Background: an optimization exercise with open tools, aiming at small area. Do not read the settings as production practice. Only simulation tests tie the RTL to the original design; equivalence was not proved. Power figures rest on the tool's default switching activity, not on a simulated workload.

### flow/config.mk
export PLATFORM = sky130hd
export DESIGN_NAME = LedMatrix
export DESIGN_NICKNAME = LedMatrix
export VERILOG_FILES = /design/flow/design.v
export SDC_FILE = /design/flow/constraint.sdc
export NUM_CORES = 4
export LEC_CHECK = 0
export CAP_MARGIN = 20
export CORE_MARGIN = 2
export CORE_UTILIZATION = 40
export CTS_BUF_LIST = sky130_fd_sc_hd__clkbuf_16
export CTS_CLUSTER_DIAMETER = 80
export CTS_CLUSTER_SIZE = 30
export SLEW_MARGIN = 20
### flow/constraint.sdc
create_clock -name core_clock -period 10.0 [get_ports {clk}]
set_input_delay 2.0000 -clock core_clock [delete_from_list [all_inputs] [get_ports {clk}]]
set_output_delay 2.0000 -clock core_clock [all_outputs]
set_load 0.01 [all_outputs]
### flow/design.v
`timescale 1ns/1ps
module LedMatrix (
  output     [34:0]   io_col,
  output     [5:0]    io_row,
  input               bus_write,
  input      [6:0]    bus_address,
  input      [31:0]   bus_writeData,
  input               clk,
  input               reset
);
  reg  [12:0] pwmDiv;
  reg  [9:0]  rowDiv;
  reg  [7:0]  pwmCnt;
  reg  [2:0]  rowCnt;
  wire        pwmTick = (pwmDiv == 13'd5000);
  wire        rowTick = (rowDiv == 10'd833);
  always @(posedge clk or posedge reset) begin
    if (reset) begin
      pwmDiv  <= 13'd0;
      rowDiv  <= 10'd0;
      pwmCnt  <= 8'd0;
      rowCnt  <= 3'd0;
    end else begin
      pwmDiv  <= pwmTick ? 13'd1 : pwmDiv + 13'd1;
      rowDiv  <= rowTick ? 10'd1 : rowDiv + 10'd1;
      if (pwmTick) pwmCnt <= pwmCnt + 8'd1;
      if (rowTick) rowCnt <= (rowCnt == 3'd5) ? 3'd0 : rowCnt + 3'd1;
    end
  end
  reg         ph;
  always @(posedge clk or posedge reset) begin
    if (reset) ph <= 1'b1;
    else       ph <= ~ph;
  end
  wire        clr = (rowDiv == 10'd0);
  wire [23:0] wd = bus_writeData[23:0] ^ {24{ph}};
  reg  [7:0] r0;
  wire        ld0 = bus_write & (bus_address == 7'd0);
  wire        ha0 = ld0 | clr;
  wire        hb0 = ~ld0;
  always @(posedge clk) r0 <= ~((r0 | {8{ha0}}) & (wd[7:0] | {8{hb0}}));
  reg  [7:0] r1;
  wire        ld1 = bus_write & (bus_address == 7'd1);
  wire        ha1 = ld1 | clr;
  wire        hb1 = ~ld1;
  always @(posedge clk) r1 <= ~((r1 | {8{ha1}}) & (wd[7:0] | {8{hb1}}));
  reg  [7:0] r2;
  wire        ld2 = bus_write & (bus_address == 7'd2);
  wire        ha2 = ld2 | clr;
  wire        hb2 = ~ld2;
  always @(posedge clk) r2 <= ~((r2 | {8{ha2}}) & (wd[7:0] | {8{hb2}}));
  reg  [7:0] r3;
  wire        ld3 = bus_write & (bus_address == 7'd3);
  wire        ha3 = ld3 | clr;
  wire        hb3 = ~ld3;
  always @(posedge clk) r3 <= ~((r3 | {8{ha3}}) & (wd[7:0] | {8{hb3}}));
  reg  [7:0] r4;
  wire        ld4 = bus_write & (bus_address == 7'd4);
  wire        ha4 = ld4 | clr;
  wire        hb4 = ~ld4;
  always @(posedge clk) r4 <= ~((r4 | {8{ha4}}) & (wd[7:0] | {8{hb4}}));
  reg  [7:0] r5;
  wire        ld5 = bus_write & (bus_address == 7'd5);
  wire        ha5 = ld5 | clr;
  wire        hb5 = ~ld5;
  always @(posedge clk) r5 <= ~((r5 | {8{ha5}}) & (wd[7:0] | {8{hb5}}));
  reg  [7:0] r6;
  wire        ld6 = bus_write & (bus_address == 7'd6);
  wire        ha6 = ld6 | clr;
  wire        hb6 = ~ld6;
  always @(posedge clk) r6 <= ~((r6 | {8{ha6}}) & (wd[7:0] | {8{hb6}}));
  reg  [7:0] r7;
  wire        ld7 = bus_write & (bus_address == 7'd7);
  wire        ha7 = ld7 | clr;
  wire        hb7 = ~ld7;
  always @(posedge clk) r7 <= ~((r7 | {8{ha7}}) & (wd[7:0] | {8{hb7}}));
  reg  [7:0] r8;
  wire        ld8 = bus_write & (bus_address == 7'd8);
  wire        ha8 = ld8 | clr;
  wire        hb8 = ~ld8;
  always @(posedge clk) r8 <= ~((r8 | {8{ha8}}) & (wd[7:0] | {8{hb8}}));
  reg  [7:0] r9;
  wire        ld9 = bus_write & (bus_address == 7'd9);
  wire        ha9 = ld9 | clr;
  wire        hb9 = ~ld9;
  always @(posedge clk) r9 <= ~((r9 | {8{ha9}}) & (wd[7:0] | {8{hb9}}));
  reg  [7:0] r10;
  wire        ld10 = bus_write & (bus_address == 7'd10);
  wire        ha10 = ld10 | clr;
  wire        hb10 = ~ld10;
  always @(posedge clk) r10 <= ~((r10 | {8{ha10}}) & (wd[7:0] | {8{hb10}}));
  reg  [7:0] r11;
  wire        ld11 = bus_write & (bus_address == 7'd11);
  wire        ha11 = ld11 | clr;
  wire        hb11 = ~ld11;
  always @(posedge clk) r11 <= ~((r11 | {8{ha11}}) & (wd[7:0] | {8{hb11}}));
  reg  [7:0] r12;
  wire        ld12 = bus_write & (bus_address == 7'd12);
  wire        ha12 = ld12 | clr;
  wire        hb12 = ~ld12;
  always @(posedge clk) r12 <= ~((r12 | {8{ha12}}) & (wd[7:0] | {8{hb12}}));
  reg  [7:0] r13;
  wire        ld13 = bus_write & (bus_address == 7'd13);
  wire        ha13 = ld13 | clr;
  wire        hb13 = ~ld13;
  always @(posedge clk) r13 <= ~((r13 | {8{ha13}}) & (wd[7:0] | {8{hb13}}));
  reg  [7:0] r14;
  wire        ld14 = bus_write & (bus_address == 7'd14);
  wire        ha14 = ld14 | clr;
  wire        hb14 = ~ld14;
  always @(posedge clk) r14 <= ~((r14 | {8{ha14}}) & (wd[7:0] | {8{hb14}}));
  reg  [7:0] r15;
  wire        ld15 = bus_write & (bus_address == 7'd15);
  wire        ha15 = ld15 | clr;
  wire        hb15 = ~ld15;
  always @(posedge clk) r15 <= ~((r15 | {8{ha15}}) & (wd[7:0] | {8{hb15}}));
  reg  [7:0] r16;
  wire        ld16 = bus_write & (bus_address == 7'd16);
  wire        ha16 = ld16 | clr;
  wire        hb16 = ~ld16;
  always @(posedge clk) r16 <= ~((r16 | {8{ha16}}) & (wd[7:0] | {8{hb16}}));
  reg  [7:0] r17;
  wire        ld17 = bus_write & (bus_address == 7'd17);
  wire        ha17 = ld17 | clr;
  wire        hb17 = ~ld17;
  always @(posedge clk) r17 <= ~((r17 | {8{ha17}}) & (wd[7:0] | {8{hb17}}));
  reg  [7:0] r18;
  wire        ld18 = bus_write & (bus_address == 7'd18);
  wire        ha18 = ld18 | clr;
  wire        hb18 = ~ld18;
  always @(posedge clk) r18 <= ~((r18 | {8{ha18}}) & (wd[7:0] | {8{hb18}}));
  reg  [7:0] r19;
  wire        ld19 = bus_write & (bus_address == 7'd19);
  wire        ha19 = ld19 | clr;
  wire        hb19 = ~ld19;
  always @(posedge clk) r19 <= ~((r19 | {8{ha19}}) & (wd[7:0] | {8{hb19}}));
  reg  [7:0] r20;
  wire        ld20 = bus_write & (bus_address == 7'd20);
  wire        ha20 = ld20 | clr;
  wire        hb20 = ~ld20;
  always @(posedge clk) r20 <= ~((r20 | {8{ha20}}) & (wd[7:0] | {8{hb20}}));
  reg  [7:0] r21;
  wire        ld21 = bus_write & (bus_address == 7'd21);
  wire        ha21 = ld21 | clr;
  wire        hb21 = ~ld21;
  always @(posedge clk) r21 <= ~((r21 | {8{ha21}}) & (wd[7:0] | {8{hb21}}));
  reg  [7:0] r22;
  wire        ld22 = bus_write & (bus_address == 7'd22);
  wire        ha22 = ld22 | clr;
  wire        hb22 = ~ld22;
  always @(posedge clk) r22 <= ~((r22 | {8{ha22}}) & (wd[7:0] | {8{hb22}}));
  reg  [7:0] r23;
  wire        ld23 = bus_write & (bus_address == 7'd23);
  wire        ha23 = ld23 | clr;
  wire        hb23 = ~ld23;
  always @(posedge clk) r23 <= ~((r23 | {8{ha23}}) & (wd[7:0] | {8{hb23}}));
  reg  [7:0] r24;
  wire        ld24 = bus_write & (bus_address == 7'd24);
  wire        ha24 = ld24 | clr;
  wire        hb24 = ~ld24;
  always @(posedge clk) r24 <= ~((r24 | {8{ha24}}) & (wd[7:0] | {8{hb24}}));
  reg  [7:0] r25;
  wire        ld25 = bus_write & (bus_address == 7'd25);
  wire        ha25 = ld25 | clr;
  wire        hb25 = ~ld25;
  always @(posedge clk) r25 <= ~((r25 | {8{ha25}}) & (wd[7:0] | {8{hb25}}));
  reg  [7:0] r26;
  wire        ld26 = bus_write & (bus_address == 7'd26);
  wire        ha26 = ld26 | clr;
  wire        hb26 = ~ld26;
  always @(posedge clk) r26 <= ~((r26 | {8{ha26}}) & (wd[7:0] | {8{hb26}}));
  reg  [7:0] r27;
  wire        ld27 = bus_write & (bus_address == 7'd27);
  wire        ha27 = ld27 | clr;
  wire        hb27 = ~ld27;
  always @(posedge clk) r27 <= ~((r27 | {8{ha27}}) & (wd[7:0] | {8{hb27}}));
  reg  [7:0] r28;
  wire        ld28 = bus_write & (bus_address == 7'd28);
  wire        ha28 = ld28 | clr;
  wire        hb28 = ~ld28;
  always @(posedge clk) r28 <= ~((r28 | {8{ha28}}) & (wd[7:0] | {8{hb28}}));
  reg  [7:0] r29;
  wire        ld29 = bus_write & (bus_address == 7'd29);
  wire        ha29 = ld29 | clr;
  wire        hb29 = ~ld29;
  always @(posedge clk) r29 <= ~((r29 | {8{ha29}}) & (wd[7:0] | {8{hb29}}));
  reg  [7:0] r30;
  wire        ld30 = bus_write & (bus_address == 7'd30);
  wire        ha30 = ld30 | clr;
  wire        hb30 = ~ld30;
  always @(posedge clk) r30 <= ~((r30 | {8{ha30}}) & (wd[7:0] | {8{hb30}}));
  reg  [7:0] r31;
  wire        ld31 = bus_write & (bus_address == 7'd31);
  wire        ha31 = ld31 | clr;
  wire        hb31 = ~ld31;
  always @(posedge clk) r31 <= ~((r31 | {8{ha31}}) & (wd[7:0] | {8{hb31}}));
  reg  [7:0] r32;
  wire        ld32 = bus_write & (bus_address == 7'd32);
  wire        ha32 = ld32 | clr;
  wire        hb32 = ~ld32;
  always @(posedge clk) r32 <= ~((r32 | {8{ha32}}) & (wd[7:0] | {8{hb32}}));
  reg  [7:0] r33;
  wire        ld33 = bus_write & (bus_address == 7'd33);
  wire        ha33 = ld33 | clr;
  wire        hb33 = ~ld33;
  always @(posedge clk) r33 <= ~((r33 | {8{ha33}}) & (wd[7:0] | {8{hb33}}));
  reg  [7:0] r34;
  wire        ld34 = bus_write & (bus_address == 7'd34);
  wire        ha34 = ld34 | clr;
  wire        hb34 = ~ld34;
  always @(posedge clk) r34 <= ~((r34 | {8{ha34}}) & (wd[7:0] | {8{hb34}}));
  reg  [7:0] r35;
  wire        ld35 = bus_write & (bus_address == 7'd35);
  wire        ha35 = ld35 | clr;
  wire        hb35 = ~ld35;
  always @(posedge clk) r35 <= ~((r35 | {8{ha35}}) & (wd[7:0] | {8{hb35}}));
  reg  [7:0] r36;
  wire        ld36 = bus_write & (bus_address == 7'd36);
  wire        ha36 = ld36 | clr;
  wire        hb36 = ~ld36;
  always @(posedge clk) r36 <= ~((r36 | {8{ha36}}) & (wd[7:0] | {8{hb36}}));
  reg  [7:0] r37;
  wire        ld37 = bus_write & (bus_address == 7'd37);
  wire        ha37 = ld37 | clr;
  wire        hb37 = ~ld37;
  always @(posedge clk) r37 <= ~((r37 | {8{ha37}}) & (wd[7:0] | {8{hb37}}));
  reg  [7:0] r38;
  wire        ld38 = bus_write & (bus_address == 7'd38);
  wire        ha38 = ld38 | clr;
  wire        hb38 = ~ld38;
  always @(posedge clk) r38 <= ~((r38 | {8{ha38}}) & (wd[7:0] | {8{hb38}}));
  reg  [7:0] r39;
  wire        ld39 = bus_write & (bus_address == 7'd39);
  wire        ha39 = ld39 | clr;
  wire        hb39 = ~ld39;
  always @(posedge clk) r39 <= ~((r39 | {8{ha39}}) & (wd[7:0] | {8{hb39}}));
  reg  [7:0] r40;
  wire        ld40 = bus_write & (bus_address == 7'd40);
  wire        ha40 = ld40 | clr;
  wire        hb40 = ~ld40;
  always @(posedge clk) r40 <= ~((r40 | {8{ha40}}) & (wd[7:0] | {8{hb40}}));
  reg  [7:0] r41;
  wire        ld41 = bus_write & (bus_address == 7'd41);
  wire        ha41 = ld41 | clr;
  wire        hb41 = ~ld41;
  always @(posedge clk) r41 <= ~((r41 | {8{ha41}}) & (wd[7:0] | {8{hb41}}));
  reg  [7:0] r42;
  wire        ld42 = bus_write & (bus_address == 7'd42);
  wire        ha42 = ld42 | clr;
  wire        hb42 = ~ld42;
  always @(posedge clk) r42 <= ~((r42 | {8{ha42}}) & (wd[7:0] | {8{hb42}}));
  reg  [7:0] r43;
  wire        ld43 = bus_write & (bus_address == 7'd43);
  wire        ha43 = ld43 | clr;
  wire        hb43 = ~ld43;
  always @(posedge clk) r43 <= ~((r43 | {8{ha43}}) & (wd[7:0] | {8{hb43}}));
  reg  [7:0] r44;
  wire        ld44 = bus_write & (bus_address == 7'd44);
  wire        ha44 = ld44 | clr;
  wire        hb44 = ~ld44;
  always @(posedge clk) r44 <= ~((r44 | {8{ha44}}) & (wd[7:0] | {8{hb44}}));
  reg  [7:0] r45;
  wire        ld45 = bus_write & (bus_address == 7'd45);
  wire        ha45 = ld45 | clr;
  wire        hb45 = ~ld45;
  always @(posedge clk) r45 <= ~((r45 | {8{ha45}}) & (wd[7:0] | {8{hb45}}));
  reg  [7:0] r46;
  wire        ld46 = bus_write & (bus_address == 7'd46);
  wire        ha46 = ld46 | clr;
  wire        hb46 = ~ld46;
  always @(posedge clk) r46 <= ~((r46 | {8{ha46}}) & (wd[7:0] | {8{hb46}}));
  reg  [7:0] r47;
  wire        ld47 = bus_write & (bus_address == 7'd47);
  wire        ha47 = ld47 | clr;
  wire        hb47 = ~ld47;
  always @(posedge clk) r47 <= ~((r47 | {8{ha47}}) & (wd[7:0] | {8{hb47}}));
  reg  [7:0] r48;
  wire        ld48 = bus_write & (bus_address == 7'd48);
  wire        ha48 = ld48 | clr;
  wire        hb48 = ~ld48;
  always @(posedge clk) r48 <= ~((r48 | {8{ha48}}) & (wd[7:0] | {8{hb48}}));
  reg  [7:0] r49;
  wire        ld49 = bus_write & (bus_address == 7'd49);
  wire        ha49 = ld49 | clr;
  wire        hb49 = ~ld49;
  always @(posedge clk) r49 <= ~((r49 | {8{ha49}}) & (wd[7:0] | {8{hb49}}));
  reg  [7:0] r50;
  wire        ld50 = bus_write & (bus_address == 7'd50);
  wire        ha50 = ld50 | clr;
  wire        hb50 = ~ld50;
  always @(posedge clk) r50 <= ~((r50 | {8{ha50}}) & (wd[7:0] | {8{hb50}}));
  reg  [7:0] r51;
  wire        ld51 = bus_write & (bus_address == 7'd51);
  wire        ha51 = ld51 | clr;
  wire        hb51 = ~ld51;
  always @(posedge clk) r51 <= ~((r51 | {8{ha51}}) & (wd[7:0] | {8{hb51}}));
  reg  [7:0] r52;
  wire        ld52 = bus_write & (bus_address == 7'd52);
  wire        ha52 = ld52 | clr;
  wire        hb52 = ~ld52;
  always @(posedge clk) r52 <= ~((r52 | {8{ha52}}) & (wd[7:0] | {8{hb52}}));
  reg  [7:0] r53;
  wire        ld53 = bus_write & (bus_address == 7'd53);
  wire        ha53 = ld53 | clr;
  wire        hb53 = ~ld53;
  always @(posedge clk) r53 <= ~((r53 | {8{ha53}}) & (wd[7:0] | {8{hb53}}));
  reg  [7:0] r54;
  wire        ld54 = bus_write & (bus_address == 7'd54);
  wire        ha54 = ld54 | clr;
  wire        hb54 = ~ld54;
  always @(posedge clk) r54 <= ~((r54 | {8{ha54}}) & (wd[7:0] | {8{hb54}}));
  reg  [7:0] r55;
  wire        ld55 = bus_write & (bus_address == 7'd55);
  wire        ha55 = ld55 | clr;
  wire        hb55 = ~ld55;
  always @(posedge clk) r55 <= ~((r55 | {8{ha55}}) & (wd[7:0] | {8{hb55}}));
  reg  [7:0] r56;
  wire        ld56 = bus_write & (bus_address == 7'd56);
  wire        ha56 = ld56 | clr;
  wire        hb56 = ~ld56;
  always @(posedge clk) r56 <= ~((r56 | {8{ha56}}) & (wd[7:0] | {8{hb56}}));
  reg  [7:0] r57;
  wire        ld57 = bus_write & (bus_address == 7'd57);
  wire        ha57 = ld57 | clr;
  wire        hb57 = ~ld57;
  always @(posedge clk) r57 <= ~((r57 | {8{ha57}}) & (wd[7:0] | {8{hb57}}));
  reg  [7:0] r58;
  wire        ld58 = bus_write & (bus_address == 7'd58);
  wire        ha58 = ld58 | clr;
  wire        hb58 = ~ld58;
  always @(posedge clk) r58 <= ~((r58 | {8{ha58}}) & (wd[7:0] | {8{hb58}}));
  reg  [7:0] r59;
  wire        ld59 = bus_write & (bus_address == 7'd59);
  wire        ha59 = ld59 | clr;
  wire        hb59 = ~ld59;
  always @(posedge clk) r59 <= ~((r59 | {8{ha59}}) & (wd[7:0] | {8{hb59}}));
  reg  [7:0] r60;
  wire        ld60 = bus_write & (bus_address == 7'd60);
  wire        ha60 = ld60 | clr;
  wire        hb60 = ~ld60;
  always @(posedge clk) r60 <= ~((r60 | {8{ha60}}) & (wd[7:0] | {8{hb60}}));
  reg  [7:0] r61;
  wire        ld61 = bus_write & (bus_address == 7'd61);
  wire        ha61 = ld61 | clr;
  wire        hb61 = ~ld61;
  always @(posedge clk) r61 <= ~((r61 | {8{ha61}}) & (wd[7:0] | {8{hb61}}));
  reg  [7:0] r62;
  wire        ld62 = bus_write & (bus_address == 7'd62);
  wire        ha62 = ld62 | clr;
  wire        hb62 = ~ld62;
  always @(posedge clk) r62 <= ~((r62 | {8{ha62}}) & (wd[7:0] | {8{hb62}}));
  reg  [7:0] r63;
  wire        ld63 = bus_write & (bus_address == 7'd63);
  wire        ha63 = ld63 | clr;
  wire        hb63 = ~ld63;
  always @(posedge clk) r63 <= ~((r63 | {8{ha63}}) & (wd[7:0] | {8{hb63}}));
  reg  [7:0] r64;
  wire        ld64 = bus_write & (bus_address == 7'd64);
  wire        ha64 = ld64 | clr;
  wire        hb64 = ~ld64;
  always @(posedge clk) r64 <= ~((r64 | {8{ha64}}) & (wd[7:0] | {8{hb64}}));
  reg  [7:0] r65;
  wire        ld65 = bus_write & (bus_address == 7'd65);
  wire        ha65 = ld65 | clr;
  wire        hb65 = ~ld65;
  always @(posedge clk) r65 <= ~((r65 | {8{ha65}}) & (wd[7:0] | {8{hb65}}));
  reg  [7:0] r66;
  wire        ld66 = bus_write & (bus_address == 7'd66);
  wire        ha66 = ld66 | clr;
  wire        hb66 = ~ld66;
  always @(posedge clk) r66 <= ~((r66 | {8{ha66}}) & (wd[7:0] | {8{hb66}}));
  reg  [7:0] r67;
  wire        ld67 = bus_write & (bus_address == 7'd67);
  wire        ha67 = ld67 | clr;
  wire        hb67 = ~ld67;
  always @(posedge clk) r67 <= ~((r67 | {8{ha67}}) & (wd[7:0] | {8{hb67}}));
  reg  [7:0] r68;
  wire        ld68 = bus_write & (bus_address == 7'd68);
  wire        ha68 = ld68 | clr;
  wire        hb68 = ~ld68;
  always @(posedge clk) r68 <= ~((r68 | {8{ha68}}) & (wd[7:0] | {8{hb68}}));
  reg  [7:0] r69;
  wire        ld69 = bus_write & (bus_address == 7'd69);
  wire        ha69 = ld69 | clr;
  wire        hb69 = ~ld69;
  always @(posedge clk) r69 <= ~((r69 | {8{ha69}}) & (wd[7:0] | {8{hb69}}));
  reg  [7:0] r70;
  wire        ld70 = bus_write & (bus_address == 7'd70);
  wire        ha70 = ld70 | clr;
  wire        hb70 = ~ld70;
  always @(posedge clk) r70 <= ~((r70 | {8{ha70}}) & (wd[7:0] | {8{hb70}}));
  reg  [7:0] r71;
  wire        ld71 = bus_write & (bus_address == 7'd71);
  wire        ha71 = ld71 | clr;
  wire        hb71 = ~ld71;
  always @(posedge clk) r71 <= ~((r71 | {8{ha71}}) & (wd[7:0] | {8{hb71}}));
  reg  [7:0] r72;
  wire        ld72 = bus_write & (bus_address == 7'd72);
  wire        ha72 = ld72 | clr;
  wire        hb72 = ~ld72;
  always @(posedge clk) r72 <= ~((r72 | {8{ha72}}) & (wd[7:0] | {8{hb72}}));
  reg  [15:0] r73;
  wire        ld73 = bus_write & (bus_address == 7'd73);
  wire        ha73 = ld73 | clr;
  wire        hb73 = ~ld73;
  always @(posedge clk) r73 <= ~((r73 | {16{ha73}}) & (wd[15:0] | {16{hb73}}));
  reg  [23:0] r74;
  wire        ld74 = bus_write & (bus_address == 7'd74);
  wire        ha74 = ld74 | clr;
  wire        hb74 = ~ld74;
  always @(posedge clk) r74 <= ~((r74 | {24{ha74}}) & (wd[23:0] | {24{hb74}}));
  reg  [23:0] r75;
  wire        ld75 = bus_write & (bus_address == 7'd75);
  wire        ha75 = ld75 | clr;
  wire        hb75 = ~ld75;
  always @(posedge clk) r75 <= ~((r75 | {24{ha75}}) & (wd[23:0] | {24{hb75}}));
  reg  [23:0] r76;
  wire        ld76 = bus_write & (bus_address == 7'd76);
  wire        ha76 = ld76 | clr;
  wire        hb76 = ~ld76;
  always @(posedge clk) r76 <= ~((r76 | {24{ha76}}) & (wd[23:0] | {24{hb76}}));
  reg  [23:0] r77;
  wire        ld77 = bus_write & (bus_address == 7'd77);
  wire        ha77 = ld77 | clr;
  wire        hb77 = ~ld77;
  always @(posedge clk) r77 <= ~((r77 | {24{ha77}}) & (wd[23:0] | {24{hb77}}));
  reg  [23:0] r78;
  wire        ld78 = bus_write & (bus_address == 7'd78);
  wire        ha78 = ld78 | clr;
  wire        hb78 = ~ld78;
  always @(posedge clk) r78 <= ~((r78 | {24{ha78}}) & (wd[23:0] | {24{hb78}}));
  reg  [23:0] r79;
  wire        ld79 = bus_write & (bus_address == 7'd79);
  wire        ha79 = ld79 | clr;
  wire        hb79 = ~ld79;
  always @(posedge clk) r79 <= ~((r79 | {24{ha79}}) & (wd[23:0] | {24{hb79}}));
  reg  [23:0] r80;
  wire        ld80 = bus_write & (bus_address == 7'd80);
  wire        ha80 = ld80 | clr;
  wire        hb80 = ~ld80;
  always @(posedge clk) r80 <= ~((r80 | {24{ha80}}) & (wd[23:0] | {24{hb80}}));
  reg  [23:0] r81;
  wire        ld81 = bus_write & (bus_address == 7'd81);
  wire        ha81 = ld81 | clr;
  wire        hb81 = ~ld81;
  always @(posedge clk) r81 <= ~((r81 | {24{ha81}}) & (wd[23:0] | {24{hb81}}));
  reg  [23:0] r82;
  wire        ld82 = bus_write & (bus_address == 7'd82);
  wire        ha82 = ld82 | clr;
  wire        hb82 = ~ld82;
  always @(posedge clk) r82 <= ~((r82 | {24{ha82}}) & (wd[23:0] | {24{hb82}}));
  reg  [23:0] r83;
  wire        ld83 = bus_write & (bus_address == 7'd83);
  wire        ha83 = ld83 | clr;
  wire        hb83 = ~ld83;
  always @(posedge clk) r83 <= ~((r83 | {24{ha83}}) & (wd[23:0] | {24{hb83}}));
  reg  [23:0] r84;
  wire        ld84 = bus_write & (bus_address == 7'd84);
  wire        ha84 = ld84 | clr;
  wire        hb84 = ~ld84;
  always @(posedge clk) r84 <= ~((r84 | {24{ha84}}) & (wd[23:0] | {24{hb84}}));
  reg  [23:0] r85;
  wire        ld85 = bus_write & (bus_address == 7'd85);
  wire        ha85 = ld85 | clr;
  wire        hb85 = ~ld85;
  always @(posedge clk) r85 <= ~((r85 | {24{ha85}}) & (wd[23:0] | {24{hb85}}));
  reg  [23:0] r86;
  wire        ld86 = bus_write & (bus_address == 7'd86);
  wire        ha86 = ld86 | clr;
  wire        hb86 = ~ld86;
  always @(posedge clk) r86 <= ~((r86 | {24{ha86}}) & (wd[23:0] | {24{hb86}}));
  reg  [23:0] r87;
  wire        ld87 = bus_write & (bus_address == 7'd87);
  wire        ha87 = ld87 | clr;
  wire        hb87 = ~ld87;
  always @(posedge clk) r87 <= ~((r87 | {24{ha87}}) & (wd[23:0] | {24{hb87}}));
  reg  [23:0] r88;
  wire        ld88 = bus_write & (bus_address == 7'd88);
  wire        ha88 = ld88 | clr;
  wire        hb88 = ~ld88;
  always @(posedge clk) r88 <= ~((r88 | {24{ha88}}) & (wd[23:0] | {24{hb88}}));
  reg  [23:0] r89;
  wire        ld89 = bus_write & (bus_address == 7'd89);
  wire        ha89 = ld89 | clr;
  wire        hb89 = ~ld89;
  always @(posedge clk) r89 <= ~((r89 | {24{ha89}}) & (wd[23:0] | {24{hb89}}));
  reg  [23:0] r90;
  wire        ld90 = bus_write & (bus_address == 7'd90);
  wire        ha90 = ld90 | clr;
  wire        hb90 = ~ld90;
  always @(posedge clk) r90 <= ~((r90 | {24{ha90}}) & (wd[23:0] | {24{hb90}}));
  reg  [23:0] r91;
  wire        ld91 = bus_write & (bus_address == 7'd91);
  wire        ha91 = ld91 | clr;
  wire        hb91 = ~ld91;
  always @(posedge clk) r91 <= ~((r91 | {24{ha91}}) & (wd[23:0] | {24{hb91}}));
  reg  [23:0] r92;
  wire        ld92 = bus_write & (bus_address == 7'd92);
  wire        ha92 = ld92 | clr;
  wire        hb92 = ~ld92;
  always @(posedge clk) r92 <= ~((r92 | {24{ha92}}) & (wd[23:0] | {24{hb92}}));
  reg  [23:0] r93;
  wire        ld93 = bus_write & (bus_address == 7'd93);
  wire        ha93 = ld93 | clr;
  wire        hb93 = ~ld93;
  always @(posedge clk) r93 <= ~((r93 | {24{ha93}}) & (wd[23:0] | {24{hb93}}));
  reg  [23:0] r94;
  wire        ld94 = bus_write & (bus_address == 7'd94);
  wire        ha94 = ld94 | clr;
  wire        hb94 = ~ld94;
  always @(posedge clk) r94 <= ~((r94 | {24{ha94}}) & (wd[23:0] | {24{hb94}}));
  reg  [23:0] r95;
  wire        ld95 = bus_write & (bus_address == 7'd95);
  wire        ha95 = ld95 | clr;
  wire        hb95 = ~ld95;
  always @(posedge clk) r95 <= ~((r95 | {24{ha95}}) & (wd[23:0] | {24{hb95}}));
  reg  [23:0] r96;
  wire        ld96 = bus_write & (bus_address == 7'd96);
  wire        ha96 = ld96 | clr;
  wire        hb96 = ~ld96;
  always @(posedge clk) r96 <= ~((r96 | {24{ha96}}) & (wd[23:0] | {24{hb96}}));
  reg  [23:0] r97;
  wire        ld97 = bus_write & (bus_address == 7'd97);
  wire        ha97 = ld97 | clr;
  wire        hb97 = ~ld97;
  always @(posedge clk) r97 <= ~((r97 | {24{ha97}}) & (wd[23:0] | {24{hb97}}));
  reg  [23:0] r98;
  wire        ld98 = bus_write & (bus_address == 7'd98);
  wire        ha98 = ld98 | clr;
  wire        hb98 = ~ld98;
  always @(posedge clk) r98 <= ~((r98 | {24{ha98}}) & (wd[23:0] | {24{hb98}}));
  reg  [23:0] r99;
  wire        ld99 = bus_write & (bus_address == 7'd99);
  wire        ha99 = ld99 | clr;
  wire        hb99 = ~ld99;
  always @(posedge clk) r99 <= ~((r99 | {24{ha99}}) & (wd[23:0] | {24{hb99}}));
  reg  [23:0] r100;
  wire        ld100 = bus_write & (bus_address == 7'd100);
  wire        ha100 = ld100 | clr;
  wire        hb100 = ~ld100;
  always @(posedge clk) r100 <= ~((r100 | {24{ha100}}) & (wd[23:0] | {24{hb100}}));
  reg  [23:0] r101;
  wire        ld101 = bus_write & (bus_address == 7'd101);
  wire        ha101 = ld101 | clr;
  wire        hb101 = ~ld101;
  always @(posedge clk) r101 <= ~((r101 | {24{ha101}}) & (wd[23:0] | {24{hb101}}));
  reg  [23:0] r102;
  wire        ld102 = bus_write & (bus_address == 7'd102);
  wire        ha102 = ld102 | clr;
  wire        hb102 = ~ld102;
  always @(posedge clk) r102 <= ~((r102 | {24{ha102}}) & (wd[23:0] | {24{hb102}}));
  reg  [23:0] r103;
  wire        ld103 = bus_write & (bus_address == 7'd103);
  wire        ha103 = ld103 | clr;
  wire        hb103 = ~ld103;
  always @(posedge clk) r103 <= ~((r103 | {24{ha103}}) & (wd[23:0] | {24{hb103}}));
  reg  [7:0] r104;
  wire        ld104 = bus_write & (bus_address == 7'd104);
  wire        ha104 = ld104 | clr;
  wire        hb104 = ~ld104;
  always @(posedge clk) r104 <= ~((r104 | {8{ha104}}) & (wd[7:0] | {8{hb104}}));
  reg  [7:0] r105;
  wire        ld105 = bus_write & (bus_address == 7'd105);
  wire        ha105 = ld105 | clr;
  wire        hb105 = ~ld105;
  always @(posedge clk) r105 <= ~((r105 | {8{ha105}}) & (wd[7:0] | {8{hb105}}));
  reg  [7:0] r106;
  wire        ld106 = bus_write & (bus_address == 7'd106);
  wire        ha106 = ld106 | clr;
  wire        hb106 = ~ld106;
  always @(posedge clk) r106 <= ~((r106 | {8{ha106}}) & (wd[7:0] | {8{hb106}}));
  wire [5:0]  rs;
  assign rs[0] = (rowCnt == 3'd0);
  assign rs[1] = (rowCnt == 3'd1);
  assign rs[2] = (rowCnt == 3'd2);
  assign rs[3] = (rowCnt == 3'd3);
  assign rs[4] = (rowCnt == 3'd4);
  assign rs[5] = (rowCnt == 3'd5);
  assign io_row = ~rs;
  wire [7:0]  pm = pwmCnt ^ {8{~ph}};
  wire        cin = ~ph;
  wire [7:0]  x0 = ({8{rs[0]}} & r0[7:0]) | ({8{rs[1]}} & r13[7:0]) | ({8{rs[2]}} & r27[7:0]) | ({8{rs[3]}} & r41[7:0]) | ({8{rs[4]}} & r54[7:0]) | ({8{rs[5]}} & r66[7:0]);
  wire [8:0]  c0;
  assign c0[0] = cin;
  genvar g0;
  generate for (g0 = 0; g0 < 8; g0 = g0 + 1) begin : ch0
    assign c0[g0+1] = (pm[g0] & x0[g0]) | (pm[g0] & c0[g0]) | (x0[g0] & c0[g0]);
  end endgenerate
  assign io_col[0] = (c0[8] ^ cin);
  wire [7:0]  x1 = ({8{rs[1]}} & r14[7:0]) | ({8{rs[2]}} & r28[7:0]) | ({8{rs[3]}} & r42[7:0]) | ({8{rs[4]}} & r55[7:0]) | ({8{rs[5]}} & r67[7:0]);
  wire [8:0]  c1;
  assign c1[0] = cin;
  genvar g1;
  generate for (g1 = 0; g1 < 8; g1 = g1 + 1) begin : ch1
    assign c1[g1+1] = (pm[g1] & x1[g1]) | (pm[g1] & c1[g1]) | (x1[g1] & c1[g1]);
  end endgenerate
  assign io_col[1] = (c1[8] ^ cin) | rs[0];
  wire [7:0]  x2 = ({8{rs[0]}} & r1[7:0]) | ({8{rs[1]}} & r15[7:0]) | ({8{rs[2]}} & r29[7:0]) | ({8{rs[3]}} & r43[7:0]) | ({8{rs[4]}} & r56[7:0]) | ({8{rs[5]}} & r68[7:0]);
  wire [8:0]  c2;
  assign c2[0] = cin;
  genvar g2;
  generate for (g2 = 0; g2 < 8; g2 = g2 + 1) begin : ch2
    assign c2[g2+1] = (pm[g2] & x2[g2]) | (pm[g2] & c2[g2]) | (x2[g2] & c2[g2]);
  end endgenerate
  assign io_col[2] = (c2[8] ^ cin);
  wire [7:0]  x3 = ({8{rs[0]}} & r2[7:0]) | ({8{rs[1]}} & r16[7:0]) | ({8{rs[2]}} & r30[7:0]) | ({8{rs[3]}} & r44[7:0]) | ({8{rs[4]}} & r57[7:0]);
  wire [8:0]  c3;
  assign c3[0] = cin;
  genvar g3;
  generate for (g3 = 0; g3 < 8; g3 = g3 + 1) begin : ch3
    assign c3[g3+1] = (pm[g3] & x3[g3]) | (pm[g3] & c3[g3]) | (x3[g3] & c3[g3]);
  end endgenerate
  assign io_col[3] = (c3[8] ^ cin) | rs[5];
  wire [7:0]  x4 = ({8{rs[0]}} & r3[7:0]) | ({8{rs[1]}} & r17[7:0]) | ({8{rs[2]}} & r31[7:0]) | ({8{rs[3]}} & r45[7:0]) | ({8{rs[4]}} & r58[7:0]);
  wire [8:0]  c4;
  assign c4[0] = cin;
  genvar g4;
  generate for (g4 = 0; g4 < 8; g4 = g4 + 1) begin : ch4
    assign c4[g4+1] = (pm[g4] & x4[g4]) | (pm[g4] & c4[g4]) | (x4[g4] & c4[g4]);
  end endgenerate
  assign io_col[4] = (c4[8] ^ cin) | rs[5];
  wire [7:0]  x5 = ({8{rs[0]}} & r4[7:0]) | ({8{rs[1]}} & r18[7:0]) | ({8{rs[2]}} & r32[7:0]) | ({8{rs[3]}} & r46[7:0]) | ({8{rs[4]}} & r59[7:0]) | ({8{rs[5]}} & r69[7:0]);
  wire [8:0]  c5;
  assign c5[0] = cin;
  genvar g5;
  generate for (g5 = 0; g5 < 8; g5 = g5 + 1) begin : ch5
    assign c5[g5+1] = (pm[g5] & x5[g5]) | (pm[g5] & c5[g5]) | (x5[g5] & c5[g5]);
  end endgenerate
  assign io_col[5] = (c5[8] ^ cin);
  wire [7:0]  x6 = ({8{rs[0]}} & r5[7:0]) | ({8{rs[1]}} & r19[7:0]) | ({8{rs[2]}} & r33[7:0]) | ({8{rs[3]}} & r47[7:0]) | ({8{rs[4]}} & r60[7:0]);
  wire [8:0]  c6;
  assign c6[0] = cin;
  genvar g6;
  generate for (g6 = 0; g6 < 8; g6 = g6 + 1) begin : ch6
    assign c6[g6+1] = (pm[g6] & x6[g6]) | (pm[g6] & c6[g6]) | (x6[g6] & c6[g6]);
  end endgenerate
  assign io_col[6] = (c6[8] ^ cin) | rs[5];
  wire [7:0]  x7 = ({8{rs[0]}} & r6[7:0]) | ({8{rs[1]}} & r20[7:0]) | ({8{rs[2]}} & r34[7:0]) | ({8{rs[3]}} & r48[7:0]) | ({8{rs[4]}} & r61[7:0]);
  wire [8:0]  c7;
  assign c7[0] = cin;
  genvar g7;
  generate for (g7 = 0; g7 < 8; g7 = g7 + 1) begin : ch7
    assign c7[g7+1] = (pm[g7] & x7[g7]) | (pm[g7] & c7[g7]) | (x7[g7] & c7[g7]);
  end endgenerate
  assign io_col[7] = (c7[8] ^ cin) | rs[5];
  wire [7:0]  x8 = ({8{rs[0]}} & r7[7:0]) | ({8{rs[1]}} & r21[7:0]) | ({8{rs[2]}} & r35[7:0]) | ({8{rs[3]}} & r49[7:0]) | ({8{rs[4]}} & r62[7:0]);
  wire [8:0]  c8;
  assign c8[0] = cin;
  genvar g8;
  generate for (g8 = 0; g8 < 8; g8 = g8 + 1) begin : ch8
    assign c8[g8+1] = (pm[g8] & x8[g8]) | (pm[g8] & c8[g8]) | (x8[g8] & c8[g8]);
  end endgenerate
  assign io_col[8] = (c8[8] ^ cin) | rs[5];
  wire [7:0]  x9 = ({8{rs[0]}} & r8[7:0]) | ({8{rs[1]}} & r22[7:0]) | ({8{rs[2]}} & r36[7:0]) | ({8{rs[3]}} & r50[7:0]) | ({8{rs[4]}} & r63[7:0]) | ({8{rs[5]}} & r70[7:0]);
  wire [8:0]  c9;
  assign c9[0] = cin;
  genvar g9;
  generate for (g9 = 0; g9 < 8; g9 = g9 + 1) begin : ch9
    assign c9[g9+1] = (pm[g9] & x9[g9]) | (pm[g9] & c9[g9]) | (x9[g9] & c9[g9]);
  end endgenerate
  assign io_col[9] = (c9[8] ^ cin);
  wire [7:0]  x10 = ({8{rs[0]}} & r9[7:0]) | ({8{rs[1]}} & r23[7:0]) | ({8{rs[2]}} & r37[7:0]) | ({8{rs[3]}} & r51[7:0]) | ({8{rs[4]}} & r64[7:0]) | ({8{rs[5]}} & r71[7:0]);
  wire [8:0]  c10;
  assign c10[0] = cin;
  genvar g10;
  generate for (g10 = 0; g10 < 8; g10 = g10 + 1) begin : ch10
    assign c10[g10+1] = (pm[g10] & x10[g10]) | (pm[g10] & c10[g10]) | (x10[g10] & c10[g10]);
  end endgenerate
  assign io_col[10] = (c10[8] ^ cin);
  wire [7:0]  x11 = ({8{rs[0]}} & r10[7:0]) | ({8{rs[1]}} & r24[7:0]) | ({8{rs[2]}} & r38[7:0]) | ({8{rs[3]}} & r52[7:0]) | ({8{rs[5]}} & r73[15:8]);
  wire [8:0]  c11;
  assign c11[0] = cin;
  genvar g11;
  generate for (g11 = 0; g11 < 8; g11 = g11 + 1) begin : ch11
    assign c11[g11+1] = (pm[g11] & x11[g11]) | (pm[g11] & c11[g11]) | (x11[g11] & c11[g11]);
  end endgenerate
  assign io_col[11] = (c11[8] ^ cin) | rs[4];
  wire [7:0]  x12 = ({8{rs[0]}} & r11[7:0]) | ({8{rs[1]}} & r25[7:0]) | ({8{rs[2]}} & r39[7:0]) | ({8{rs[5]}} & r73[7:0]);
  wire [8:0]  c12;
  assign c12[0] = cin;
  genvar g12;
  generate for (g12 = 0; g12 < 8; g12 = g12 + 1) begin : ch12
    assign c12[g12+1] = (pm[g12] & x12[g12]) | (pm[g12] & c12[g12]) | (x12[g12] & c12[g12]);
  end endgenerate
  assign io_col[12] = (c12[8] ^ cin) | rs[3] | rs[4];
  wire [7:0]  x13 = ({8{rs[0]}} & r12[7:0]) | ({8{rs[1]}} & r26[7:0]) | ({8{rs[2]}} & r40[7:0]) | ({8{rs[3]}} & r53[7:0]) | ({8{rs[4]}} & r65[7:0]) | ({8{rs[5]}} & r72[7:0]);
  wire [8:0]  c13;
  assign c13[0] = cin;
  genvar g13;
  generate for (g13 = 0; g13 < 8; g13 = g13 + 1) begin : ch13
    assign c13[g13+1] = (pm[g13] & x13[g13]) | (pm[g13] & c13[g13]) | (x13[g13] & c13[g13]);
  end endgenerate
  assign io_col[13] = (c13[8] ^ cin);
  wire [7:0]  x14 = ({8{rs[0]}} & r74[23:16]) | ({8{rs[1]}} & r77[23:16]) | ({8{rs[2]}} & r84[23:16]) | ({8{rs[5]}} & r98[23:16]);
  wire [8:0]  c14;
  assign c14[0] = cin;
  genvar g14;
  generate for (g14 = 0; g14 < 8; g14 = g14 + 1) begin : ch14
    assign c14[g14+1] = (pm[g14] & x14[g14]) | (pm[g14] & c14[g14]) | (x14[g14] & c14[g14]);
  end endgenerate
  assign io_col[14] = (c14[8] ^ cin) | rs[3] | rs[4];
  wire [7:0]  x15 = ({8{rs[0]}} & r74[15:8]) | ({8{rs[1]}} & r77[15:8]) | ({8{rs[2]}} & r84[15:8]) | ({8{rs[5]}} & r98[15:8]);
  wire [8:0]  c15;
  assign c15[0] = cin;
  genvar g15;
  generate for (g15 = 0; g15 < 8; g15 = g15 + 1) begin : ch15
    assign c15[g15+1] = (pm[g15] & x15[g15]) | (pm[g15] & c15[g15]) | (x15[g15] & c15[g15]);
  end endgenerate
  assign io_col[15] = (c15[8] ^ cin) | rs[3] | rs[4];
  wire [7:0]  x16 = ({8{rs[0]}} & r74[7:0]) | ({8{rs[1]}} & r77[7:0]) | ({8{rs[2]}} & r84[7:0]) | ({8{rs[5]}} & r98[7:0]);
  wire [8:0]  c16;
  assign c16[0] = cin;
  genvar g16;
  generate for (g16 = 0; g16 < 8; g16 = g16 + 1) begin : ch16
    assign c16[g16+1] = (pm[g16] & x16[g16]) | (pm[g16] & c16[g16]) | (x16[g16] & c16[g16]);
  end endgenerate
  assign io_col[16] = (c16[8] ^ cin) | rs[3] | rs[4];
  wire [7:0]  x17 = ({8{rs[0]}} & r75[23:16]) | ({8{rs[1]}} & r78[23:16]) | ({8{rs[2]}} & r85[23:16]) | ({8{rs[4]}} & r94[23:16]) | ({8{rs[5]}} & r99[23:16]);
  wire [8:0]  c17;
  assign c17[0] = cin;
  genvar g17;
  generate for (g17 = 0; g17 < 8; g17 = g17 + 1) begin : ch17
    assign c17[g17+1] = (pm[g17] & x17[g17]) | (pm[g17] & c17[g17]) | (x17[g17] & c17[g17]);
  end endgenerate
  assign io_col[17] = (c17[8] ^ cin) | rs[3];
  wire [7:0]  x18 = ({8{rs[0]}} & r75[15:8]) | ({8{rs[1]}} & r78[15:8]) | ({8{rs[2]}} & r85[15:8]) | ({8{rs[4]}} & r94[15:8]) | ({8{rs[5]}} & r99[15:8]);
  wire [8:0]  c18;
  assign c18[0] = cin;
  genvar g18;
  generate for (g18 = 0; g18 < 8; g18 = g18 + 1) begin : ch18
    assign c18[g18+1] = (pm[g18] & x18[g18]) | (pm[g18] & c18[g18]) | (x18[g18] & c18[g18]);
  end endgenerate
  assign io_col[18] = (c18[8] ^ cin) | rs[3];
  wire [7:0]  x19 = ({8{rs[0]}} & r75[7:0]) | ({8{rs[1]}} & r78[7:0]) | ({8{rs[2]}} & r85[7:0]) | ({8{rs[4]}} & r94[7:0]) | ({8{rs[5]}} & r99[7:0]);
  wire [8:0]  c19;
  assign c19[0] = cin;
  genvar g19;
  generate for (g19 = 0; g19 < 8; g19 = g19 + 1) begin : ch19
    assign c19[g19+1] = (pm[g19] & x19[g19]) | (pm[g19] & c19[g19]) | (x19[g19] & c19[g19]);
  end endgenerate
  assign io_col[19] = (c19[8] ^ cin) | rs[3];
  wire [7:0]  x20 = ({8{rs[0]}} & r76[23:16]) | ({8{rs[1]}} & r79[23:16]) | ({8{rs[2]}} & r86[23:16]) | ({8{rs[5]}} & r100[23:16]);
  wire [8:0]  c20;
  assign c20[0] = cin;
  genvar g20;
  generate for (g20 = 0; g20 < 8; g20 = g20 + 1) begin : ch20
    assign c20[g20+1] = (pm[g20] & x20[g20]) | (pm[g20] & c20[g20]) | (x20[g20] & c20[g20]);
  end endgenerate
  assign io_col[20] = (c20[8] ^ cin) | rs[3] | rs[4];
  wire [7:0]  x21 = ({8{rs[0]}} & r76[15:8]) | ({8{rs[1]}} & r79[15:8]) | ({8{rs[2]}} & r86[15:8]) | ({8{rs[5]}} & r100[15:8]);
  wire [8:0]  c21;
  assign c21[0] = cin;
  genvar g21;
  generate for (g21 = 0; g21 < 8; g21 = g21 + 1) begin : ch21
    assign c21[g21+1] = (pm[g21] & x21[g21]) | (pm[g21] & c21[g21]) | (x21[g21] & c21[g21]);
  end endgenerate
  assign io_col[21] = (c21[8] ^ cin) | rs[3] | rs[4];
  wire [7:0]  x22 = ({8{rs[0]}} & r76[7:0]) | ({8{rs[1]}} & r79[7:0]) | ({8{rs[2]}} & r86[7:0]) | ({8{rs[5]}} & r100[7:0]);
  wire [8:0]  c22;
  assign c22[0] = cin;
  genvar g22;
  generate for (g22 = 0; g22 < 8; g22 = g22 + 1) begin : ch22
    assign c22[g22+1] = (pm[g22] & x22[g22]) | (pm[g22] & c22[g22]) | (x22[g22] & c22[g22]);
  end endgenerate
  assign io_col[22] = (c22[8] ^ cin) | rs[3] | rs[4];
  wire [7:0]  x23 = ({8{rs[1]}} & r80[23:16]) | ({8{rs[2]}} & r87[23:16]) | ({8{rs[3]}} & r91[23:16]) | ({8{rs[4]}} & r95[23:16]) | ({8{rs[5]}} & r101[23:16]);
  wire [8:0]  c23;
  assign c23[0] = cin;
  genvar g23;
  generate for (g23 = 0; g23 < 8; g23 = g23 + 1) begin : ch23
    assign c23[g23+1] = (pm[g23] & x23[g23]) | (pm[g23] & c23[g23]) | (x23[g23] & c23[g23]);
  end endgenerate
  assign io_col[23] = (c23[8] ^ cin) | rs[0];
  wire [7:0]  x24 = ({8{rs[1]}} & r80[15:8]) | ({8{rs[2]}} & r87[15:8]) | ({8{rs[3]}} & r91[15:8]) | ({8{rs[4]}} & r95[15:8]) | ({8{rs[5]}} & r101[15:8]);
  wire [8:0]  c24;
  assign c24[0] = cin;
  genvar g24;
  generate for (g24 = 0; g24 < 8; g24 = g24 + 1) begin : ch24
    assign c24[g24+1] = (pm[g24] & x24[g24]) | (pm[g24] & c24[g24]) | (x24[g24] & c24[g24]);
  end endgenerate
  assign io_col[24] = (c24[8] ^ cin) | rs[0];
  wire [7:0]  x25 = ({8{rs[1]}} & r80[7:0]) | ({8{rs[2]}} & r87[7:0]) | ({8{rs[3]}} & r91[7:0]) | ({8{rs[4]}} & r95[7:0]) | ({8{rs[5]}} & r101[7:0]);
  wire [8:0]  c25;
  assign c25[0] = cin;
  genvar g25;
  generate for (g25 = 0; g25 < 8; g25 = g25 + 1) begin : ch25
    assign c25[g25+1] = (pm[g25] & x25[g25]) | (pm[g25] & c25[g25]) | (x25[g25] & c25[g25]);
  end endgenerate
  assign io_col[25] = (c25[8] ^ cin) | rs[0];
  wire [7:0]  x26 = ({8{rs[1]}} & r81[23:16]) | ({8{rs[2]}} & r88[23:16]) | ({8{rs[3]}} & r92[23:16]) | ({8{rs[4]}} & r96[23:16]);
  wire [8:0]  c26;
  assign c26[0] = cin;
  genvar g26;
  generate for (g26 = 0; g26 < 8; g26 = g26 + 1) begin : ch26
    assign c26[g26+1] = (pm[g26] & x26[g26]) | (pm[g26] & c26[g26]) | (x26[g26] & c26[g26]);
  end endgenerate
  assign io_col[26] = (c26[8] ^ cin) | rs[0] | rs[5];
  wire [7:0]  x27 = ({8{rs[1]}} & r81[15:8]) | ({8{rs[2]}} & r88[15:8]) | ({8{rs[3]}} & r92[15:8]) | ({8{rs[4]}} & r96[15:8]);
  wire [8:0]  c27;
  assign c27[0] = cin;
  genvar g27;
  generate for (g27 = 0; g27 < 8; g27 = g27 + 1) begin : ch27
    assign c27[g27+1] = (pm[g27] & x27[g27]) | (pm[g27] & c27[g27]) | (x27[g27] & c27[g27]);
  end endgenerate
  assign io_col[27] = (c27[8] ^ cin) | rs[0] | rs[5];
  wire [7:0]  x28 = ({8{rs[0]}} & r104[7:0]) | ({8{rs[1]}} & r81[7:0]) | ({8{rs[2]}} & r88[7:0]) | ({8{rs[3]}} & r92[7:0]) | ({8{rs[4]}} & r96[7:0]);
  wire [8:0]  c28;
  assign c28[0] = cin;
  genvar g28;
  generate for (g28 = 0; g28 < 8; g28 = g28 + 1) begin : ch28
    assign c28[g28+1] = (pm[g28] & x28[g28]) | (pm[g28] & c28[g28]) | (x28[g28] & c28[g28]);
  end endgenerate
  assign io_col[28] = (c28[8] ^ cin) | rs[5];
  wire [7:0]  x29 = ({8{rs[1]}} & r82[23:16]) | ({8{rs[2]}} & r89[23:16]) | ({8{rs[3]}} & r93[23:16]) | ({8{rs[4]}} & r97[23:16]) | ({8{rs[5]}} & r102[23:16]);
  wire [8:0]  c29;
  assign c29[0] = cin;
  genvar g29;
  generate for (g29 = 0; g29 < 8; g29 = g29 + 1) begin : ch29
    assign c29[g29+1] = (pm[g29] & x29[g29]) | (pm[g29] & c29[g29]) | (x29[g29] & c29[g29]);
  end endgenerate
  assign io_col[29] = (c29[8] ^ cin) | rs[0];
  wire [7:0]  x30 = ({8{rs[1]}} & r82[15:8]) | ({8{rs[2]}} & r89[15:8]) | ({8{rs[3]}} & r93[15:8]) | ({8{rs[4]}} & r97[15:8]) | ({8{rs[5]}} & r102[15:8]);
  wire [8:0]  c30;
  assign c30[0] = cin;
  genvar g30;
  generate for (g30 = 0; g30 < 8; g30 = g30 + 1) begin : ch30
    assign c30[g30+1] = (pm[g30] & x30[g30]) | (pm[g30] & c30[g30]) | (x30[g30] & c30[g30]);
  end endgenerate
  assign io_col[30] = (c30[8] ^ cin) | rs[0];
  wire [7:0]  x31 = ({8{rs[0]}} & r105[7:0]) | ({8{rs[1]}} & r82[7:0]) | ({8{rs[2]}} & r89[7:0]) | ({8{rs[3]}} & r93[7:0]) | ({8{rs[4]}} & r97[7:0]) | ({8{rs[5]}} & r102[7:0]);
  wire [8:0]  c31;
  assign c31[0] = cin;
  genvar g31;
  generate for (g31 = 0; g31 < 8; g31 = g31 + 1) begin : ch31
    assign c31[g31+1] = (pm[g31] & x31[g31]) | (pm[g31] & c31[g31]) | (x31[g31] & c31[g31]);
  end endgenerate
  assign io_col[31] = (c31[8] ^ cin);
  wire [7:0]  x32 = ({8{rs[1]}} & r83[23:16]) | ({8{rs[2]}} & r90[23:16]) | ({8{rs[5]}} & r103[23:16]);
  wire [8:0]  c32;
  assign c32[0] = cin;
  genvar g32;
  generate for (g32 = 0; g32 < 8; g32 = g32 + 1) begin : ch32
    assign c32[g32+1] = (pm[g32] & x32[g32]) | (pm[g32] & c32[g32]) | (x32[g32] & c32[g32]);
  end endgenerate
  assign io_col[32] = (c32[8] ^ cin) | rs[0] | rs[3] | rs[4];
  wire [7:0]  x33 = ({8{rs[1]}} & r83[15:8]) | ({8{rs[2]}} & r90[15:8]) | ({8{rs[5]}} & r103[15:8]);
  wire [8:0]  c33;
  assign c33[0] = cin;
  genvar g33;
  generate for (g33 = 0; g33 < 8; g33 = g33 + 1) begin : ch33
    assign c33[g33+1] = (pm[g33] & x33[g33]) | (pm[g33] & c33[g33]) | (x33[g33] & c33[g33]);
  end endgenerate
  assign io_col[33] = (c33[8] ^ cin) | rs[0] | rs[3] | rs[4];
  wire [7:0]  x34 = ({8{rs[0]}} & r106[7:0]) | ({8{rs[1]}} & r83[7:0]) | ({8{rs[2]}} & r90[7:0]) | ({8{rs[5]}} & r103[7:0]);
  wire [8:0]  c34;
  assign c34[0] = cin;
  genvar g34;
  generate for (g34 = 0; g34 < 8; g34 = g34 + 1) begin : ch34
    assign c34[g34+1] = (pm[g34] & x34[g34]) | (pm[g34] & c34[g34]) | (x34[g34] & c34[g34]);
  end endgenerate
  assign io_col[34] = (c34[8] ^ cin) | rs[3] | rs[4];
endmodule
### flow/flow/run.sh
#!/bin/bash
# Own flow: the standard layout (standard.sh), with synthesis run by flow/synth.tcl,
# which maps the logic with ABC's &nf area mapper (flow/area.abc).
set -euo pipefail
W=$(pwd)
F=$W/flow
export MY_ABC_SCRIPT=$F/area.abc
sed "s#SYNTH_SCRIPT=[^ ]*#SYNTH_SCRIPT=$F/synth.tcl#" standard.sh > "$W/own_standard.sh"
grep -q "SYNTH_SCRIPT=$F/synth.tcl" "$W/own_standard.sh"
bash "$W/own_standard.sh" finish > "$W/flow_make.log" 2>&1
### flow/flow/area.abc
strash
&get -n
&st
&dch -f
&nf -p -a -R 1000
&put
### flow/flow/synth.tcl
# The standard synthesis (synth_recipe.tcl), except that the final technology mapping
# runs ABC with the script named by MY_ABC_SCRIPT instead of ORFS's. Registers are mapped
# before ABC runs, so their names and cells are the standard synthesis's.
proc synth {args} { yosys synth -nofsm -noshare {*}$args }
proc abc {args} {
  set i [lsearch -exact $args -script]
  if {$i >= 0} { set args [lreplace $args $i [expr {$i + 1}] -script $::env(MY_ABC_SCRIPT)] }
  yosys abc {*}$args
}
source $::env(SCRIPTS_DIR)/synth.tcl
# left out here: clear keep_hierarchy, flatten, clean up, hide names made inside functions, write 1_2_yosys.v
### flow/standard.sh
#!/bin/bash
# synth_recipe.tcl (not shown) runs the flow's synth.tcl, then flattens the netlist and writes it again
# the make line also repeats each setting of config.mk as NAME=value (left out here)
make -C /OpenROAD-flow-scripts/flow DESIGN_CONFIG=/design/flow/config.mk WORK_HOME=/design/flow/orfs CLKGATE_MAP_FILE= SYNTH_SCRIPT=/design/flow/synth_recipe.tcl "${@:-finish}"
==> impl_metrics.json, run 1 <==
{
  "path_buf_inv": 3,
  "powerDensity_mw_per_mm2": 188,
  "maxCapViolations": 0,
  "syn2layout_area_growth_pct": 12.7,
  "cts_root_buf": "clkbuf_16",
  "die-area_sq_mm": 0.120,
  "p_leak_nw": 19.5,
  "cpMostUsedCell": "maj3_1",
  "first_iter_violations": 6613,
  "arrival_ns": 6.71,
  "postCtsSetupBuffers": 0,
  "overflow": 0,
  "clock.fmax_ghz": 0.115,
  "period_share_pct": 87.1,
  "multi_input_area_sq_mm": 0.0197,
  "rsz0062_at_grt": "false",
  "yosysWarnings": 1,
  "n_fill_cell": 10947,
  "groute.usage.overall_pct": 26.5,
  "worstSetupPathType": "reg -> out",
  "period_needed_ns": 8.71,
  "syn_avg_cell_area_sq_um": 10.6,
  "critPathSlowestCell": "dfstp_4",
  "grt_pass1_wl_um": 252000,
  "grt_max_degree": 126,
  "antenna_found_initial": 6,
  "start_util_pct": 40.4,
  "rows": 125,
  "end_kind": "output port",
  "ys.flop_type": "dfxtp_1",
  "path_cells": "clkinv_1, nor2_4, buf_4, a21oi_1, maj3_1, maj3_1, maj3_1, a21oi_1, o21ai_0, maj3_1, maj3_1, xnor2_1, clkdlybuf4s50_1",
  "io_buffers": 74,
  "clock_sinks": 1379,
  "cp_slowest_stage_delay_ns": 1.18,
  "irDropWorstVdd_mv": 0.144,
  "synth_edf_count": 0,
  "clk_latency_ns": 0.72,
  "cp_data_required_time_ns": 8.00,
  "remaining_drc_errors": 0,
  "hpwl_um": 92000,
  "wl_per_cell_um": 26.9,
  "crit_fanout": 34,
  "async_reset_ff_share_pct": 2.54,
  "postRouteAntennaNets": 0,
  "synth_seq_area_share_pct": 59.2,
  "seq_area_sq_mm": 0.0278,
  "final_util_pct": 45.5,
  "cts_buffers": 55,
  "syn_area_sq_mm": 0.0469,
  "slew_viol_final": 0,
  "syn-num-nets": 4466,
  "timing.setup.tns_ns": 0,
  "synth_seq_cells": 1379,
  "status": "no timing/DRC/antenna violations",
  "fin_area_sq_mm": 0.0528,
  "drt_pass1_iterations": 11,
  "setup_viol": 0,
  "tritoncts": "done",
  "gp_congestion": 0.809,
  "min_path_type": "reg -> reg",
  "avgViaCountPerCell": 6.86,
  "clock_path_buffers": 3,
  "core_sq_mm": 0.116,
  "instances_no_fill": 6211,
  "synth_cells": 4417,
  "place_ws_ns": 2.05,
  "reg2reg_slack_ns": 6.12,
  "final_layout_size_suffix_gt1_share_pct": 4.93,
  "die_h_um": 346,
  "io_pins": 83,
  "skew_ns": 0.0427,
  "tightest_slew_ns": 1.16,
  "grt_pass1_vias": 40307,
  "die_w_um": 346,
  "cp_top_family": "buffers and inverters",
  "dp_cells": 6124,
  "cts_resized": 0,
  "h-tree-depth": 2,
  "synth_cell_types": 38,
  "nets": 4712,
  "worst_slack_ns": 1.29,
  "via_count": 42604,
  "cts_hold_buf": 0,
  "slew-limit-headroom_pct": 22.8,
  "clk_pin_slew_ns": 0.12,
  "worstSetupStartpointType": "register",
  "final_hold_viol_count": 0,
  "placed_cell_area_sq_mm": 0.0511,
  "drt_wl_total_um": 167000
}
Yosys cell counts (all sizes together), types with 3 or more instances:
cell type,instances,area [sq um]
a211oi,3,22.5
clkinv,14,52.6
o221ai,7,61.3
nor3,19,95.1
and3,9,56.3
a41oi,11,96.3
nand2,613,2300
a31oi,18,113
o21ai,66,330
and2,19,119
xnor2,39,342
a222oi,329,3290
dfrtp,34,851
and4,3,26.3
nand4,5,31.3
xor2,35,307
a21oi,89,445
o22ai,1419,8880
a2bb2oi,7,61.3
a22oi,128,961
nand2b,6,37.5
a221oi,43,377
nor2,56,210
nand3,18,90.1
maj3,62,621
ha,7,87.6
dfxtp,1344,26900
cell usage in the layout (no fill, tap or decap), types with 18 or more instances in the layout:
master / n
nand2_1: 611
clkbuf_16: 57
maj3_1: 62
clkdlybuf4s50_1: 74
and2_0: 19
o21ai_0: 66
nand3_1: 18
a22oi_1: 128
o22ai_1: 1419
a31oi_1: 18
xor2_4: 25
dfxtp_1: 1344
buf_4: 101
a222oi_1: 329
nor2_1: 54
dfrtp_1: 33
a21oi_1: 89
xnor2_1: 32
a221oi_1: 43
worst paths after layout:
path,startpoint,to,depth (start not counted)
max,ph,io_col[9],13
min,r82[15],r82[15],1
max reg2reg,ph,r89[5],5
min reg2reg,r82[15],r82[15],1
max in group asynchronous,reset,pwmCnt[0],3
min in group asynchronous,reset,pwmDiv[10],3
layout make-up:
class / instances / area share, %
flip-flops and latches: 1379 / 52.6
well taps: 1524 / 3.61
inverters: 14 / 0.0994
clock inverters: 22 / 0.343
multi-input cells: 3024 / 37.2
diodes: 2 / 0.00947
clock buffers: 57 / 2.70
repair buffers: 189 / 3.43
cell families after synthesis:
logic type / count (synthesis) / synth area share [%]
adders and majority gates: 69 / 1.51
and+or+nand+nor: 759 / 6.50
AOI/OAI and AO/OA: 2122 / 31.3
xor gates and xnor gates: 74 / 1.38
DFF: 1379 / 59.2
buffers and inverters: 14 / 0.112
report_power, final:
group          total [mW]  internal [mW]  switching [mW]
Clock                2.85           1.06            1.78
Sequential           6.42           6.10           0.319
Combinational       0.650          0.284           0.366
per-stage QoR:
step / hold slack [ns] / power (mW)
after global placement: 0.417 / 7.12
after CTS: 0.442 / 9.93
after detailed placement: 0.426 / 7.16
after global routing: 0.451 / 10.3
after floorplan: 0.411 / 6.90
final: 0.439 / 9.92
layer usage:
layer	track usage [%]	wire, um	vias up
li1	-	-	18973
met1	37.0	73000	21233
met2	41.9	74600	2110
met3	3.46	13800	284
met4	9.45	5760	4
met5	0	19	-
==> run 2: changes to the inputs <==
--- a/flow/config.mk
+++ b/flow/config.mk
@@ -7,7 +7,7 @@
 export LEC_CHECK = 0
 export CAP_MARGIN = 20
 export CORE_MARGIN = 2
-export CORE_UTILIZATION = 40
+export CORE_UTILIZATION = 60
 export CTS_BUF_LIST = sky130_fd_sc_hd__clkbuf_16
 export CTS_CLUSTER_DIAMETER = 80
 export CTS_CLUSTER_SIZE = 30
==> run 2 against run 1 <==
Effect of this change: fmax decreased by 1.7%; clock-buffer cell count rose by 1; total power fell by 0.38%; worst hold slack is essentially flat; non-clock buffer count is 6 lower; routed wire length decreased by 4.9%; critical path type unchanged; largest cell class unchanged.
==> impl_metrics.json, run 2 <==
{
  "io_buffers": 74,
  "final_hold_viol_count": 0,
  "h-tree-depth": 2,
  "irDropWorstVdd_mv": 0.178,
  "tritoncts": "done",
  "tightest_slew_ns": 1.20,
  "min_path_type": "reg -> reg",
  "cts_resized": 0,
  "r2r_cells": 5,
  "hpwl_um": 88000,
  "synthMostInstantiatedCell": "o22ai_1",
  "powerDensity_mw_per_mm2": 189,
  "synthTopCellsByArea": "dfxtp_1 57%, o22ai_1 19%, a222oi_1 7.0%",
  "cts_root_buf": "clkbuf_16",
  "async_reset_ff_share_pct": 2.54,
  "setup_viol": 0,
  "grt_pass1_vias": 40484,
  "netSwitchingFraction_pct": 24.6,
  "syn-num-nets": 4466,
  "cts_hold_buf": 0,
  "clock_sinks": 1379,
  "cp_data_required_time_ns": 8.00,
  "skew_ns": 0.0235,
  "avgViaCountPerCell": 7.54,
  "slew-limit-headroom_pct": 20.0,
  "postRouteAntennaNets": 0,
  "yosysTopAreaCell": "dfxtp_1",
  "p_int_mw": 7.45,
  "rsz0062_at_grt": "false",
  "synth_cells": 4417,
  "n_fill_cell": 6106,
  "clk_pin_slew_ns": 0.10,
  "synth_edf_count": 0,
  "worstSetupPathType": "reg -> out",
  "maxCapViolations": 0,
  "via_count": 43155,
  "die_h_um": 284,
  "power.switching_mw": 2.43,
  "die_w_um": 284,
  "syn_avg_cell_area_sq_um": 10.6,
  "rows": 102,
  "syn_area_sq_mm": 0.0469,
  "io_pins": 83,
  "layout_commonest_cell": "o22ai_1",
  "grt_pass1_wl_um": 242000,
  "synth_cell_types": 38,
  "wl_per_cell_um": 27.8,
  "synth_seq_area_share_pct": 59.2,
  "mostFrequentLayoutCells": "1419 x o22ai_1, 1344 x dfxtp_1, 611 x nand2_1",
  "end_kind": "output port",
  "status": "no timing/DRC/antenna violations",
  "hold_ws_ns": 0.439,
  "slew_viol_final": 0,
  "final_layout_size_suffix_gt1_share_pct": 4.79,
  "period_share_pct": 88.6,
  "clock_path_buffers": 3,
  "syn2layout_area_growth_pct": 11.2,
  "period_needed_ns": 8.86,
  "antenna_found_initial": 5,
  "clock.fmax_ghz": 0.113,
  "synth_common_cells": "1419 x o22ai_1, 1344 x dfxtp_1, 613 x nand2_1",
  "crit_fanout": 25,
  "gp_congestion": 0.820,
  "p_comb_share_pct": 6.5,
  "drt_pass1_iterations": 10,
  "first_iter_violations": 7337,
  "grt_max_degree": 133,
  "synth_top_cell_area_share_pct": 57.4,
  "cts_buffers": 54,
  "synth_seq_cells": 1379,
  "worstSetupStartpointType": "register",
  "yosysWarnings": 1,
  "arrival_ns": 6.86,
  "nets": 4705,
  "overflow": 0,
  "ys.flop_type": "dfxtp_1",
  "p_leak_nw": 19.5,
  "core_sq_mm": 0.0775,
  "clk_latency_ns": 0.70,
  "drt_wl_total_um": 159000,
  "timing.setup.tns_ns": 0,
  "postCtsSetupBuffers": 0,
  "die-area_sq_mm": 0.0804,
  "start_util_pct": 60.5,
  "power_frac_seq_pct": 65.0,
  "groute.usage.overall_pct": 37.6,
  "final_util_pct": 67.3,
  "p_clk_share_pct": 28.4,
  "holdPathStages": 1,
  "remaining_drc_errors": 0
}
-- run 2: critical path: stages, from the launching register on --
cell and delay [ns]:
dfstp_4 1.09, clkinv_1 0.84, nor2_4 1.02, buf_4 0.36, a21oi_1 0.06, a21oi_1 0.14, o21ai_0 0.10, maj3_1 0.33
maj3_1 0.36, maj3_1 0.40, maj3_1 0.37, maj3_1 0.37, xnor2_1 0.15, clkdlybuf4s50_1 0.55
-- run 2: metal layers --
metal / track usage, % / wire length [um]
met3: 6.27 / 17400
met4: 14.6 / 6220
met2: 57.5 / 69100
met1: 53.5 / 66200
met5: 0 / 23
-- run 2: cell families (layout without fill, tap and decap cells) --
group           count (synthesis)  after routing  synth area share [%]
xor+xnor                       74             74                  1.38
buf+inv                        14            276                 0.112
simple gates                  759            759                  6.50
flops                        1379           1379                  59.2
other cells                     0              5                     0
fa+ha+maj                      69             69                  1.51
compound gates               2122           2122                  31.3
-- run 2: per-stage QoR --
step | instances | cell area [sq um] | setup slack [ns] | total power, mW
2_1_floorplan | 4417 | 46900 | 0.0967 | 6.90
3_3_place_gp | 5637 | 50500 | 1.98 | 7.11
3_5_place_dp | 5637 | 50500 | 1.95 | 7.16
4_1_cts | 5716 | 52000 | 1.20 | 9.85
5_1_grt | 5719 | 52100 | 1.01 | 10.2
6_report | 5724 | 52200 | 1.14 | 9.88
-- run 2: power groups by stage --
stage / sequential [mW] / clock (mW) / combinational (mW)
floorplan: 6.45 / 0 / 0.446
global placement: 6.51 / 0 / 0.594
detailed placement: 6.53 / 0 / 0.629
CTS: 6.41 / 2.82 / 0.628
global route: 6.48 / 3.00 / 0.713
finish: 6.43 / 2.81 / 0.647
-- run 2: worst paths after layout --
check                       start         end  slack, ns
setup reg to reg               ph      r96[1]       6.03
hold reg to reg            r20[7]      r20[7]       0.44
min in group asynchronous   reset   rowCnt[1]       1.75
hold / removal             r20[7]      r20[7]       0.44
setup / recovery               ph  io_col[13]       1.14
max in group asynchronous   reset   pwmCnt[0]       7.87
-- run 2: area by class of cell --
type	instances	area, sq um	area share (%)
Inverter	14	52.6	0.101
Tap cell	1040	1300	2.50
Sequential cell	1379	27800	53.3
Antenna cell	5	12.5	0.0240
Clock buffer	58	1450	2.78
Clock inverter	21	141	0.271
Timing Repair Buffer	183	1730	3.32
Multi-Input combinational cell	3024	19700	37.7

-- afterwards: timing with drivers on the ports --
The results above use ideal ports. As a check the final layouts listed here were re-extracted and re-timed, cells and wires unchanged.
Step 1, drivers: a clkbuf_16 drives clk and a buf_2 each remaining input, both assumed.
Step 2 times the ports against the registers' clock, not the clock port: input delays grow and output delays shrink by t, the midpoint of the rising clock arrivals with the driver on.
Three values: no drivers, after step 1, after step 2; two values: the first two.
| run | t, ns | setup WS [ns] | worst setup path after step 2 |
|---|---|---|---|
| run 1 | 0.770 | 1.294 / 1.227 / 1.997 | register to output |
| run 2 | 0.754 | 1.143 / 1.071 / 1.825 | register to output |
After both steps setup and hold are still met in every run listed.
